Context: an optimization exercise on an open-source flow, tuned for small area, a short achievable clock period and few clock cycles. The choices shown serve that exercise and are no tape-out recipe. RTL that was checked went through simulation tests only; none was proved equivalent to the original. Power figures rest on the tool's default switching activity, not on a simulated workload.

==> flow/design.v <==
`timescale 1ns / 1ps
module ddr_rw
(
   input               c3_clk0,
   input               c3_rst0,                
   input               pic_store_done,         
   output reg          lbp_finish,             
   output reg          c3_p0_cmd_en,
   output reg [2:0]    c3_p0_cmd_instr,
   output reg [5:0]    c3_p0_cmd_bl,
   output reg [29:0]   c3_p0_cmd_byte_addr,
   input               c3_p0_cmd_full,
   output reg          c3_p0_wr_en,
   output reg [15:0]   c3_p0_wr_mask,
   output reg [127:0]  c3_p0_wr_data,
   input               c3_p0_wr_full,
   output reg          c3_p0_rd_en,
   input  [127:0]      c3_p0_rd_data,
   input               c3_p0_rd_empty
);
function [12:0] hp;
   input [15:0] p;
   hp = {p[15:12], p[10:6], p[4:1]};
endfunction
function [15:0] add2;
   input [12:0] x;
   input [12:0] y;
   add2 = {{1'b0, x[12:9]} + {1'b0, y[12:9]},
           {1'b0, x[8:4]}  + {1'b0, y[8:4]},
           {1'b0, x[3:0]}  + {1'b0, y[3:0]}};
endfunction
function [12:0] qs;
   input [12:0] x;
   input [12:0] y;
   qs = {{1'b0, x[12:10]} + {1'b0, y[12:10]},
         {1'b0, x[8:5]}   + {1'b0, y[8:5]},
         {1'b0, x[3:1]}   + {1'b0, y[3:1]}};
endfunction
function [15:0] add3;
   input [12:0] a;
   input [12:0] b;
   input [12:0] s;
   add3 = {{2'b0, a[12:10]} + {2'b0, b[12:10]} + {1'b0, s[12:9]},
           {2'b0, a[8:5]}   + {2'b0, b[8:5]}   + {1'b0, s[8:4]},
           {2'b0, a[3:1]}   + {2'b0, b[3:1]}   + {1'b0, s[3:0]}};
endfunction
localparam PH_O0 = 3'd0,    
           PH_LD = 3'd1,    
           PH_O1 = 3'd2,    
           PH_X1 = 3'd3,    
           PH_EW = 3'd4,    
           PH_E0 = 3'd5,    
           PH_E1 = 3'd6;    
reg        run;
reg [2:0]  ph;
reg [3:0]  dj;
reg [6:0]  dr;
reg        ddone;
reg [1:0]  pc;
reg [4:0]  rj;         
reg [6:0]  rr;
reg        rdone;
reg [6:0]  ocnt;       
reg [3:0]  wj;
reg [8:0]  wrow;       
reg        clast;      
reg [63:0] pa;         
reg [63:0] tw;         
reg [51:0] pb;         
reg [12:0] p8;         
wire [15:0] hd [0:7];
genvar g;
generate for (g = 0; g < 8; g = g + 1) begin : hdsplit
   assign hd[g] = c3_p0_rd_data[127-16*g -: 16];
end endgenerate
reg         hsel;      
reg         esel;      
reg  [51:0] yq;
reg  [51:0] ys;        
wire [12:0] xh [0:4];
wire [15:0] xf [0:3];
generate for (g = 0; g < 4; g = g + 1) begin : win
   assign xf[g] = hsel ? tw[63-16*g -: 16] : pa[63-16*g -: 16];
   assign xh[g] = hsel ? pb[51-13*g -: 13] : hp(pa[63-16*g -: 16]);
end endgenerate
assign xh[4] = hsel ? p8 : hp(tw[63:48]);
wire [127:0] word;
generate for (g = 0; g < 4; g = g + 1) begin : slot
   wire [15:0] a = add2(xh[g], yq[51-13*g -: 13]);
   wire [15:0] c = add3(xh[g], xh[g+1], ys[51-13*g -: 13]);
   assign word[127-32*g -: 32] = esel ? {xf[g], a} : {a, c};
end endgenerate
reg [64:0] yn;
always @* begin
   case (ph)
      PH_O1:        yn = {hp(tw[63:48]), hp(tw[47:32]), hp(tw[31:16]), hp(tw[15:0]), hp(hd[0])};
      PH_X1, PH_EW: yn = {hp(pa[47:32]), hp(pa[31:16]), hp(pa[15:0]), hp(tw[63:48]), 13'd0};
      PH_E0:        yn = {pb[38:0], p8, 13'd0};
      default:      yn = {hp(hd[0]), hp(hd[1]), hp(hd[2]), hp(hd[3]), hp(hd[4])};
   endcase
end
wire hv  = !c3_p0_rd_empty && !c3_p0_rd_en;         
wire cr  = !pc[1] && !c3_p0_wr_full;                
wire act = run && !ddone;
reg [2:0] ph_n;
always @* begin
   ph_n = ph;
   if (act)
      case (ph)
         PH_O0: if (hv && (dr == 7'd0 || cr)) ph_n = PH_LD;
         PH_LD: ph_n = PH_O1;
         PH_O1: if (hv) ph_n = PH_X1;
         PH_X1: ph_n = (dr == 7'd127) ? PH_O0 : (cr ? PH_E0 : PH_EW);
         PH_EW: if (cr) ph_n = PH_E0;
         PH_E0: ph_n = PH_E1;
         default: ph_n = (hv && cr) ? PH_LD : PH_O0;
      endcase
end
wire grp_done = act && ((ph == PH_X1 && dr != 7'd0) || ph == PH_E1);
wire can    = run && !lbp_finish && !c3_p0_cmd_en;
wire want_w = (pc != 2'd0);
wire want_r = !rdone && (ocnt <= 7'd62);
wire sel_r  = can && want_r && (!want_w || ocnt < 7'd32);
wire sel_w  = can && want_w && !sel_r;
wire pushed_r = c3_p0_cmd_en && c3_p0_cmd_instr[0];
wire pushed_w = c3_p0_cmd_en && !c3_p0_cmd_instr[0];
always @(posedge c3_clk0) begin
   if (c3_rst0) begin
      run <= 1'b0;
      lbp_finish <= 1'b0;
      ph <= PH_O0;
      hsel <= 1'b0;
      esel <= 1'b0;
      dj <= 4'd0;
      dr <= 7'd0;
      ddone <= 1'b0;
      pc <= 2'd0;
      rj <= 5'd1;
      rr <= 7'd0;
      rdone <= 1'b0;
      ocnt <= 7'd0;
      wj <= 4'd0;
      wrow <= 9'd130;
      c3_p0_cmd_en <= 1'b0;
      c3_p0_wr_en <= 1'b0;
      c3_p0_rd_en <= 1'b0;
   end else begin
      run <= pic_store_done;
      if (pushed_w && clast)
         lbp_finish <= 1'b1;
      c3_p0_cmd_en <= (sel_r || sel_w) && !c3_p0_cmd_full;
      if (pushed_r) begin
         rr <= rr + 7'd1;
         if (rr == 7'd127) begin
            rj <= rj + 5'd1;
            if (rj == 5'd16)
               rdone <= 1'b1;
         end
      end
      if (pushed_w) begin
         if (wrow == 9'd383) begin
            wrow <= 9'd130;
            wj <= wj + 4'd1;
         end else
            wrow <= wrow + 9'd1;
      end
      ocnt <= ocnt - {6'd0, c3_p0_rd_en} + (pushed_r ? {5'd0, c3_p0_cmd_bl[0] ? 2'd2 : 2'd1} : 7'd0);
      pc <= pc + {1'b0, grp_done} - {1'b0, pushed_w};
      hsel <= (ph_n == PH_X1) || (ph_n == PH_E1);
      esel <= (ph_n == PH_E0) || (ph_n == PH_E1);
      c3_p0_wr_en <= 1'b0;
      c3_p0_rd_en <= 1'b0;
      if (act) begin
         ph <= ph_n;
         case (ph)
            PH_O0: c3_p0_rd_en <= (ph_n == PH_LD) && (dj != 4'd15);
            PH_LD: c3_p0_wr_en <= (dr != 7'd0);
            PH_O1: c3_p0_rd_en <= (ph_n == PH_X1);
            PH_X1: begin
               c3_p0_wr_en <= (dr != 7'd0);
               if (dr == 7'd127) begin
                  dr <= 7'd0;
                  dj <= dj + 4'd1;
                  if (dj == 4'd15)
                     ddone <= 1'b1;
               end
            end
            PH_EW: ;
            PH_E0: c3_p0_wr_en <= 1'b1;
            default: begin
               c3_p0_wr_en <= 1'b1;
               c3_p0_rd_en <= (ph_n == PH_LD) && (dj != 4'd15);
               dr <= dr + 7'd1;
            end
         endcase
      end
   end
end
always @(posedge c3_clk0) begin
   c3_p0_cmd_instr <= sel_r ? 3'b001 : 3'b010;
   c3_p0_cmd_bl <= {5'd0, !(sel_r && rj[4])};
   if (sel_r)
      c3_p0_cmd_byte_addr <= {10'd0, 2'd0, rr, 2'd0, rj, 4'd0};
   else
      c3_p0_cmd_byte_addr <= {10'd0, wrow, 1'b0, wj[3], !wj[3], wj[2:0], 1'b1, 4'd0};
   clast <= (wj == 4'd15) && (wrow == 9'd383);
   c3_p0_wr_mask <= 16'd0;
   c3_p0_wr_data <= word;
   yq <= yn[64:13];
   ys <= {qs(yn[64:52], yn[51:39]), qs(yn[51:39], yn[38:26]), qs(yn[38:26], yn[25:13]), qs(yn[25:13], yn[12:0])};
   if (ph == PH_LD) begin
      pa <= c3_p0_rd_data[127:64];
      tw <= c3_p0_rd_data[63:0];
   end
   if (ph == PH_X1) begin
      p8 <= hp(hd[0]);
      pb <= {hp(tw[63:48]), hp(tw[47:32]), hp(tw[31:16]), hp(tw[15:0])};
   end
end
endmodule
==> flow/config.mk <==
export PLATFORM = sky130hd
export DESIGN_NAME = ddr_rw
export DESIGN_NICKNAME = ddr_rw
export VERILOG_FILES = /design/flow/design.v
export SDC_FILE = /design/flow/constraint.sdc
export NUM_CORES = 4
export LEC_CHECK = 0
export ABC_AREA = 1
export CAP_MARGIN = 20
export CORE_MARGIN = 2
export CORE_UTILIZATION = 60
export PLACE_DENSITY = 0.7
export SETUP_SLACK_MARGIN = 5
export SLEW_MARGIN = 20
==> flow/constraint.sdc <==
create_clock -name core_clock -period 8.0 [get_ports {c3_clk0}]
set_input_delay 1.6000 -clock core_clock [delete_from_list [all_inputs] [get_ports {c3_clk0}]]
set_output_delay 1.6000 -clock core_clock [all_outputs]
set_load 0.01 [all_outputs]
standard.sh (not shown) runs the stock make flow with config.mk's settings and CLKGATE_MAP_FILE= SYNTH_SCRIPT=/design/flow/synth_recipe.tcl, a recipe that flattens the netlist after the stock synthesis.
==> flow/flow/run.sh <==
#!/bin/bash
# Layout flow: the standard ORFS layout (standard.sh, unchanged synthesis),
# with two changes to how the layout is made:
#  - the input and output port buffers inserted before global placement are
#    sky130_fd_sc_hd__buf_1 cells instead of the resizer's default choice
#    (every port still gets its own buffer; later repair may resize them);
#  - clock tree synthesis clusters up to 16 sinks per leaf buffer and
#    inserts no dummy loads.
set -euo pipefail
export BUFFER_PORTS_ARGS="-buffer_cell sky130_fd_sc_hd__buf_1"
export CTS_ARGS="-sink_clustering_enable -repair_clock_nets -sink_clustering_size 16 -sink_clustering_max_diameter 50 -buf_list {sky130_fd_sc_hd__clkbuf_8} -dont_use_dummy_load"
bash standard.sh finish > standard_flow.log 2>&1
Testbench counts at the start, summed over its fixed seeds: cycles 79,446.
Edit:
--- a/flow/design.v
+++ b/flow/design.v
@@ -43,15 +43,15 @@
    add3 = {{2'b0, a[12:10]} + {2'b0, b[12:10]} + {1'b0, s[12:9]},
            {2'b0, a[8:5]}   + {2'b0, b[8:5]}   + {1'b0, s[8:4]},
            {2'b0, a[3:1]}   + {2'b0, b[3:1]}   + {1'b0, s[3:0]}};
 endfunction
-localparam PH_O0 = 3'd0,    
-           PH_LD = 3'd1,    
-           PH_O1 = 3'd2,    
-           PH_X1 = 3'd3,    
-           PH_EW = 3'd4,    
-           PH_E0 = 3'd5,    
-           PH_E1 = 3'd6;    
+localparam PH_LD = 3'b000,    
+           PH_X1 = 3'b001,    
+           PH_E0 = 3'b010,    
+           PH_E1 = 3'b011,    
+           PH_O0 = 3'b100,    
+           PH_O1 = 3'b101,    
+           PH_EW = 3'b110;    
 reg        run;
 reg [2:0]  ph;
 reg [3:0]  dj;
 reg [6:0]  dr;
@@ -72,10 +72,10 @@
 genvar g;
 generate for (g = 0; g < 8; g = g + 1) begin : hdsplit
    assign hd[g] = c3_p0_rd_data[127-16*g -: 16];
 end endgenerate
-reg         hsel;      
-reg         esel;      
+wire        hsel = ph[0];    
+wire        esel = ph[1];    
 reg  [51:0] yq;
 reg  [51:0] ys;        
 wire [12:0] xh [0:4];
 wire [15:0] xf [0:3];
@@ -128,10 +128,8 @@
    if (c3_rst0) begin
       run <= 1'b0;
       lbp_finish <= 1'b0;
       ph <= PH_O0;
-      hsel <= 1'b0;
-      esel <= 1'b0;
       dj <= 4'd0;
       dr <= 7'd0;
       ddone <= 1'b0;
       pc <= 2'd0;
@@ -165,10 +163,8 @@
             wrow <= wrow + 9'd1;
       end
       ocnt <= ocnt - {6'd0, c3_p0_rd_en} + (pushed_r ? {5'd0, c3_p0_cmd_bl[0] ? 2'd2 : 2'd1} : 7'd0);
       pc <= pc + {1'b0, grp_done} - {1'b0, pushed_w};
-      hsel <= (ph_n == PH_X1) || (ph_n == PH_E1);
-      esel <= (ph_n == PH_E0) || (ph_n == PH_E1);
       c3_p0_wr_en <= 1'b0;
       c3_p0_rd_en <= 1'b0;
       if (act) begin
          ph <= ph_n;
Outcome: The new run finished clean. Routed wire length climbs by about 0.8%. Sequential power stays flat. Worst setup slack is worse by 44 ps. Total power climbs by about 0.43%. Die area climbs by 1.8%. Worst hold slack is worse by 35 ps. Critical path depth climbs by 1. Area after synthesis climbs by about 1.8%. Sequential share of layout area drops by 1.0 points.
No functional check of the RTL was part of the second run of this note.

---

ddr_rw, a different RTL version from the one above (not shown whole).
For scale: about 1,900 cells after synthesis, ~320 I/O pins.
Settings: LEC_CHECK=0, CAP_MARGIN=20, CORE_MARGIN=2, CORE_UTILIZATION=60, PLACE_DENSITY=0.7, SETUP_SLACK_MARGIN=4.5, SLEW_MARGIN=20; clock period 8.0 ns.
run.sh (not shown) runs the stock make flow with config.mk's settings and CLKGATE_MAP_FILE= SYNTH_SCRIPT=/design/flow/synth_recipe.tcl, a recipe that flattens the netlist after the stock synthesis.
Stock flow here: none of the scripts above is used.
Then changed:
--- a/flow/design.v
+++ b/flow/design.v
@@ -71,46 +71,53 @@
 reg  [64:0] yq;        
 wire [12:0] xh [0:4];
 wire [15:0] xf [0:3];
 wire [12:0] yh [0:4];
 generate for (g = 0; g < 4; g = g + 1) begin : win
    assign xf[g] = hsel ? tw[63-16*g -: 16] : pa[63-16*g -: 16];
    assign xh[g] = hsel ? pb[51-13*g -: 13] : hp(pa[63-16*g -: 16]);
-   assign yh[g] = hsel ? hp(tw[63-16*g -: 16]) : yq[64-13*g -: 13];
+   assign yh[g] = yq[64-13*g -: 13];
 end endgenerate
 assign xh[4] = hsel ? p8 : hp(tw[63:48]);
-assign yh[4] = hsel ? yq[64:52] : yq[12:0];
+assign yh[4] = yq[12:0];
 wire [127:0] word;
 generate for (g = 0; g < 4; g = g + 1) begin : slot
-   wire [15:0] a = add2(xh[g], esel ? xh[g+1] : yh[g]);
+   wire [15:0] u = add2(xh[g], xh[g+1]);
+   wire [15:0] v = add2(xh[g], yh[g]);
    wire [15:0] c = add4(xh[g], xh[g+1], yh[g], yh[g+1]);
-   assign word[127-32*g -: 32] = esel ? {xf[g], a} : {a, c};
+   assign word[127-32*g -: 32] = esel ? {xf[g], u} : {v, c};
 end endgenerate
 wire hv  = !c3_p0_rd_empty && !c3_p0_rd_en;         
 wire cr  = !pc[1] && !c3_p0_wr_full;                
 wire act = run && !ddone;
-wire can    = run && !lbp_finish && !wdone && !c3_p0_cmd_full && !c3_p0_cmd_en;
+wire can    = run && !wdone && !c3_p0_cmd_en;
 wire want_w = (pc != 2'd0);
 wire want_r = !rdone && (ocnt <= 7'd62);
-wire push_r = can && want_r && (!want_w || ocnt < 7'd32);
-wire push_w = can && want_w && !push_r;
+wire sel_r  = can && want_r && (!want_w || ocnt < 7'd32);
+wire sel_w  = can && want_w && !sel_r;
+wire push_r = sel_r && !c3_p0_cmd_full;
+wire push_w = sel_w && !c3_p0_cmd_full;
+wire [6:0] ocnt_k = ocnt - {6'd0, c3_p0_rd_en};
+wire [6:0] ocnt_r = ocnt_k + ((rj == 4'd15) ? 7'd1 : 7'd2);
 reg [2:0] ph_n;
 always @* begin
    ph_n = ph;
    if (act)
       case (ph)
          PH_O0: if (hv && (dr == 7'd0 || cr)) ph_n = PH_LD;
          PH_LD: ph_n = PH_O1;
          PH_O1: if (hv) ph_n = PH_X1;
          PH_X1: ph_n = (dr == 7'd127) ? PH_O0 : PH_E0;
          PH_E0: if (cr) ph_n = PH_E1;
          default: ph_n = (hv && cr) ? PH_LD : PH_O0;
       endcase
 end
 wire grp_done = act && ((ph == PH_X1 && dr != 7'd0) || ph == PH_E1);
+wire [1:0] pc_k   = pc + {1'b0, grp_done};
+wire [1:0] pc_w   = pc_k - 2'd1;
 always @(posedge c3_clk0) begin
    if (c3_rst0) begin
       run <= 1'b0;
       lbp_finish <= 1'b0;
       ph <= PH_O0;
       hsel <= 1'b0;
       esel <= 1'b0;
@@ -146,16 +153,16 @@
             wrow <= 9'd130;
             wj <= wj + 4'd1;
             if (wj == 4'd15)
                wdone <= 1'b1;
          end else
             wrow <= wrow + 9'd1;
       end
-      ocnt <= ocnt + (push_r ? ((rj == 4'd15) ? 7'd1 : 7'd2) : 7'd0) - {6'd0, c3_p0_rd_en};
-      pc <= pc + {1'b0, grp_done} - {1'b0, push_w};
+      ocnt <= push_r ? ocnt_r : ocnt_k;
+      pc <= push_w ? pc_w : pc_k;
       hsel <= (ph_n == PH_X1) || (ph_n == PH_E1);
       esel <= (ph_n == PH_E0) || (ph_n == PH_E1);
       c3_p0_wr_en <= 1'b0;
       c3_p0_rd_en <= 1'b0;
       if (act) begin
          ph <= ph_n;
          case (ph)
@@ -178,26 +185,29 @@
                dr <= dr + 7'd1;
             end
          endcase
       end
    end
 end
 always @(posedge c3_clk0) begin
-   c3_p0_cmd_instr <= push_r ? 3'b001 : 3'b010;
-   c3_p0_cmd_bl <= {5'd0, !(push_r && rj == 4'd15)};
-   if (push_r)
+   c3_p0_cmd_instr <= sel_r ? 3'b001 : 3'b010;
+   c3_p0_cmd_bl <= {5'd0, !(sel_r && rj == 4'd15)};
+   if (sel_r)
       c3_p0_cmd_byte_addr <= {10'd0, 2'd0, rr, 2'd0, ({1'b0, rj} + 5'd1), 4'd0};
    else
       c3_p0_cmd_byte_addr <= {10'd0, wrow, 1'b0, wj[3], !wj[3], wj[2:0], 1'b1, 4'd0};
    c3_p0_wr_mask <= 16'd0;
    c3_p0_wr_data <= word;
    if (ph == PH_LD) begin
       pa <= c3_p0_rd_data[127:64];
       tw <= c3_p0_rd_data[63:0];
    end
-   yq <= {hp(hd[0]), hp(hd[1]), hp(hd[2]), hp(hd[3]), hp(hd[4])};
+   if (ph == PH_O1)
+      yq <= {hp(tw[63:48]), hp(tw[47:32]), hp(tw[31:16]), hp(tw[15:0]), hp(hd[0])};
+   else
+      yq <= {hp(hd[0]), hp(hd[1]), hp(hd[2]), hp(hd[3]), hp(hd[4])};
    if (ph == PH_X1) begin
-      p8 <= yq[64:52];
+      p8 <= yq[12:0];
       pb <= {hp(tw[63:48]), hp(tw[47:32]), hp(tw[31:16]), hp(tw[15:0])};
    end
 end
 endmodule
=> Global-route usage goes down by 0.88 points; worst hold slack gets worse by 0.043 ns; routed wire length goes up slightly; final cell count goes up by a few percent; flip-flop and latch count goes up by 3; area after synthesis goes up by a few percent; worst setup slack gets better by 0.16 ns.
No run of this note included a check of the RTL's function; only the layout flow was run.

==> re-timing with driven ports <==
The results above use ideal ports. As a check the final layouts listed here were re-extracted and re-timed, cells and wires unchanged.
Step 1, drivers: a clkbuf_16 drives c3_clk0 and a buf_2 each remaining input, both assumed.
Step 2 moves the port delays by t, midway between the first and last clock arrival at a register: inputs arrive t later, outputs are due t later. That takes back most of the time a late clock gives input paths.
a / b / c = no drivers / after step 1 / after step 2; a / b = the first two.
| run | t (ns) | setup slack, ns | worst hold slack (ns) | cell pins on the clock port's net |
|---|---|---|---|---|
| the first run of note 1 | 0.679 | 5.113 / 5.092 / 4.792 | 0.451 / 0.451 / 0.451 | 1 |
| the second run of note 1 | 0.686 | 5.069 / 5.069 / 4.544 | 0.416 / 0.416 / 0.416 | 1 |
| the first run of note 2 | 0.626 | 4.398 / 4.418 / 3.792 | 0.447 / 0.447 / 0.447 | 1 |
| the second run of note 2 | 0.631 | 4.556 / 4.556 / 4.217 | 0.405 / 0.405 / 0.405 | 1 |
After both steps setup and hold are still met in every run listed. The setup slack of the first run of note 2, which loses most, moves by +0.020 ns with the drivers and by -0.606 ns with both steps.
